Context: an optimization exercise on an open-source flow, tuned for small area and a short achievable clock period. The choices shown serve that exercise and are no tape-out recipe. At most, simulation tests tie the RTL to the original design; equivalence was not proved. Power is estimated from default activity; no workload was simulated.

the baseline:
Design FPU, start of the top module:
module FPU(
    input clk,
    input [31:0] A,
    input [31:0] B,
    input [2:0] OPC,
    output [31:0] OUT,
    output AEB,
    output ALB,
    output AGB
    );
wire gt, eq;
wire ceq, clt, cgt;
wire [59:0] st_mul;
wire [34:0] st_as;
wire [31:0] o_div;
wire mul_zero;
wire [59:0] d_st, q_st;
wire [1:0] d_tag, q_tag;
wire [2:0] d_flg, q_flg;
wire [31:0] p_mul, p_as;
ieecomp      x6(A, B, gt, eq, ceq, clt, cgt);
ieeesub_pre  x2(OPC[0], A, B, gt, eq, st_as);
ieeemul_pre  x4(A, B, st_mul, mul_zero);
ieeedivision x5(A, B, o_div);
finalmux_pre x7(OPC, st_as, st_mul, mul_zero, o_div, ceq, clt, cgt, d_st, d_tag, d_flg);
control      x1(clk, d_st, d_tag, d_flg, q_st, q_tag, q_flg);
ieeemul_post x8(q_st, p_mul);
ieeesub_post x9(q_st[34:0], p_as);
finalmux_post x10(q_tag, q_st[31:0], p_mul, p_as, q_flg, OUT, AEB, ALB, AGB);
endmodule
For scale: about 65 flip-flops, about 27000 sq um of cells after synthesis.
==> module ieeesub_post, before the edit <==
module ieeesub_post(
    input [34:0] st,
    output [31:0] out
    );
wire [24:0] s = st[24:0];
wire [7:0] e = st[32:25];
wire sign = st[33];
wire effsub = st[34];
wire [22:0] am = s[24] ? s[23:1] : s[22:0];
wire [7:0]  e1 = e + 8'd1;
wire [7:0]  ae = s[24] ? e1 : e;
reg [4:0] lz;
integer i;
always @* begin
    lz = 5'd0;
    for (i = 1; i <= 23; i = i + 1)
        if (s[i]) lz = 5'd23 - i[4:0];
end
wire [23:0] sl = s[23:0] << lz;
wire [7:0]  se = e - {3'd0, lz};
assign out = effsub ? {sign, se, sl[22:0]} : {sign, ae, am};
endmodule
==> module ieeemul_post, before the edit <==
module ieeemul_post(
    input [59:0] st,
    output [31:0] ans
    );
wire [24:0] p;   
wire p_co;
mul_hi25 hc(st[24:0], st[49:25], st[50], p, p_co);
wire [7:0] eb = st[58:51];
wire [7:0] eb1 = eb + 8'd1;    
wire [7:0] e = p[24] ? eb1 : eb;
wire [22:0] m = p[24] ? p[23:1] : p[22:0];
assign ans = {st[59], e, m};
endmodule
==> flow/config.mk <==
export PLATFORM = sky130hd
export DESIGN_NAME = FPU
export DESIGN_NICKNAME = FPU
export VERILOG_FILES = /design/flow/design.v
export SDC_FILE = /design/flow/constraint.sdc
export NUM_CORES = 4
export LEC_CHECK = 0
export CAP_MARGIN = 20
export CORE_MARGIN = 2
export CORE_UTILIZATION = 40
export SETUP_SLACK_MARGIN = 5
export SLEW_MARGIN = 20
==> flow/constraint.sdc <==
create_clock -name core_clock -period 13.0 [get_ports {clk}]
set_input_delay 2.6000 -clock core_clock [delete_from_list [all_inputs] [get_ports {clk}]]
set_output_delay 2.6000 -clock core_clock [all_outputs]
set_load 0.01 [all_outputs]
standard.sh (not shown) runs the stock make flow with config.mk's settings and CLKGATE_MAP_FILE= SYNTH_SCRIPT=/design/flow/synth_recipe.tcl, a recipe that flattens the netlist after the stock synthesis.
==> flow/flow/run.sh <==
#!/bin/bash
# Standard layout (the standard.sh: standard synthesis, floorplan, place,
# CTS, route, finish) with two changes to how timing is repaired:
#  - port buffers are buf_2 cells instead of the slow delay-buffer cell the
#    resizer picks by default (every input and output still gets a buffer);
#  - timing repair aims at 5 ns of setup slack.
# The design is still laid out and signed off at the design's clock period.
# make's full output goes to layout.log; each ORFS step logs under orfs/logs.
set -euo pipefail
bash standard.sh SETUP_SLACK_MARGIN=5 \
  "BUFFER_PORTS_ARGS=-buffer_cell sky130_fd_sc_hd__buf_2" finish > layout.log 2>&1
The baseline completed; timing, DRC and antenna clean
Input changes introduced in the candidate (baseline for comparison: the baseline):
--- a/flow/design.v
+++ b/flow/design.v
@@ -48,6 +48,5 @@
 wire effsub = st[34];
 wire [22:0] am = s[24] ? s[23:1] : s[22:0];
-wire [7:0]  e1 = e + 8'd1;
-wire [7:0]  ae = s[24] ? e1 : e;
+wire [7:0]  ae = e + {7'd0, s[24]};
 reg [4:0] lz;
 integer i;
@@ -1216,6 +1215,5 @@
 mul_hi25 hc(st[24:0], st[49:25], st[50], p, p_co);
 wire [7:0] eb = st[58:51];
-wire [7:0] eb1 = eb + 8'd1;    
-wire [7:0] e = p[24] ? eb1 : eb;
+wire [7:0] e = eb + {7'd0, p[24]};
 wire [22:0] m = p[24] ? p[23:1] : p[22:0];
 assign ans = {st[59], e, m};
==> run summary <==
- The baseline finished all stages; the layout is clean.
- The flow did not stop early for the candidate: all stages ran, and the layout cleared the timing, DRC and antenna checks.
- Share of total power consumed by net switching across the candidate and the baseline: no real change.
- Delta (the candidate minus the baseline): global-route wire length before repair lower, endpoint required time on the critical path lower, number of remaining DRC errors roughly the same, via count of the first global-routing pass lower.
- On hold slack, the lower figure sits with the candidate, not the baseline.
- Endpoint of the worst setup timing path: x1.q_st[24]$_DFF_P_ -> the baseline, x1.q_st[16]$_DFF_P_ -> the candidate
- The candidate vs the baseline, area growth from synthesis to layout went down by 0.65 points.
- Run comparison: the candidate standard cell with the maximum stage delay on the critical path sky130_fd_sc_hd__fa_2; the baseline standard cell with the maximum stage delay on the critical path sky130_fd_sc_hd__o311a_4
- Where shortest clock period the worst path allows after layout is concerned, the baseline is better than the candidate.
- Compared the candidate vs the baseline, and met2 layer usage reported by global route is down in the candidate.
- Post-synthesis instance total delta for the candidate relative to the baseline: 1.4% lower
No functional check of the RTL was part of the baseline.

## re-timing with driven ports
The results above use ideal ports. As a check the final layouts listed here were re-extracted and re-timed, cells and wires unchanged. Step 1: set_driving_cell puts a clkbuf_16 on clk and a buf_2 on each other input, an assumption about the parent block. Step 2 moves the port delays by t, midway between the first and last clock arrival at a register: inputs arrive t later, outputs are due t later. That takes back most of the time a late clock gives input paths. Three values: no drivers, after step 1, after step 2; two values: the first two.
run | t (ns) | setup slack, ns | clock arrival spread, ns | slew at the worst register clock pin (ns) | pins driven straight from the clock port
the baseline | 0.423 | 5.219 / 5.245 / 4.822 | 0.039 / 0.040 | 0.10 / 0.10 | 1
the candidate | 0.391 | 5.208 / 5.227 / 4.836 | 0.016 / 0.016 | 0.07 / 0.07 | 1
After both steps every run listed still meets setup and hold. For the baseline, which loses most, drivers alone change the setup slack by +0.026 ns; drivers and shift together by -0.397 ns.
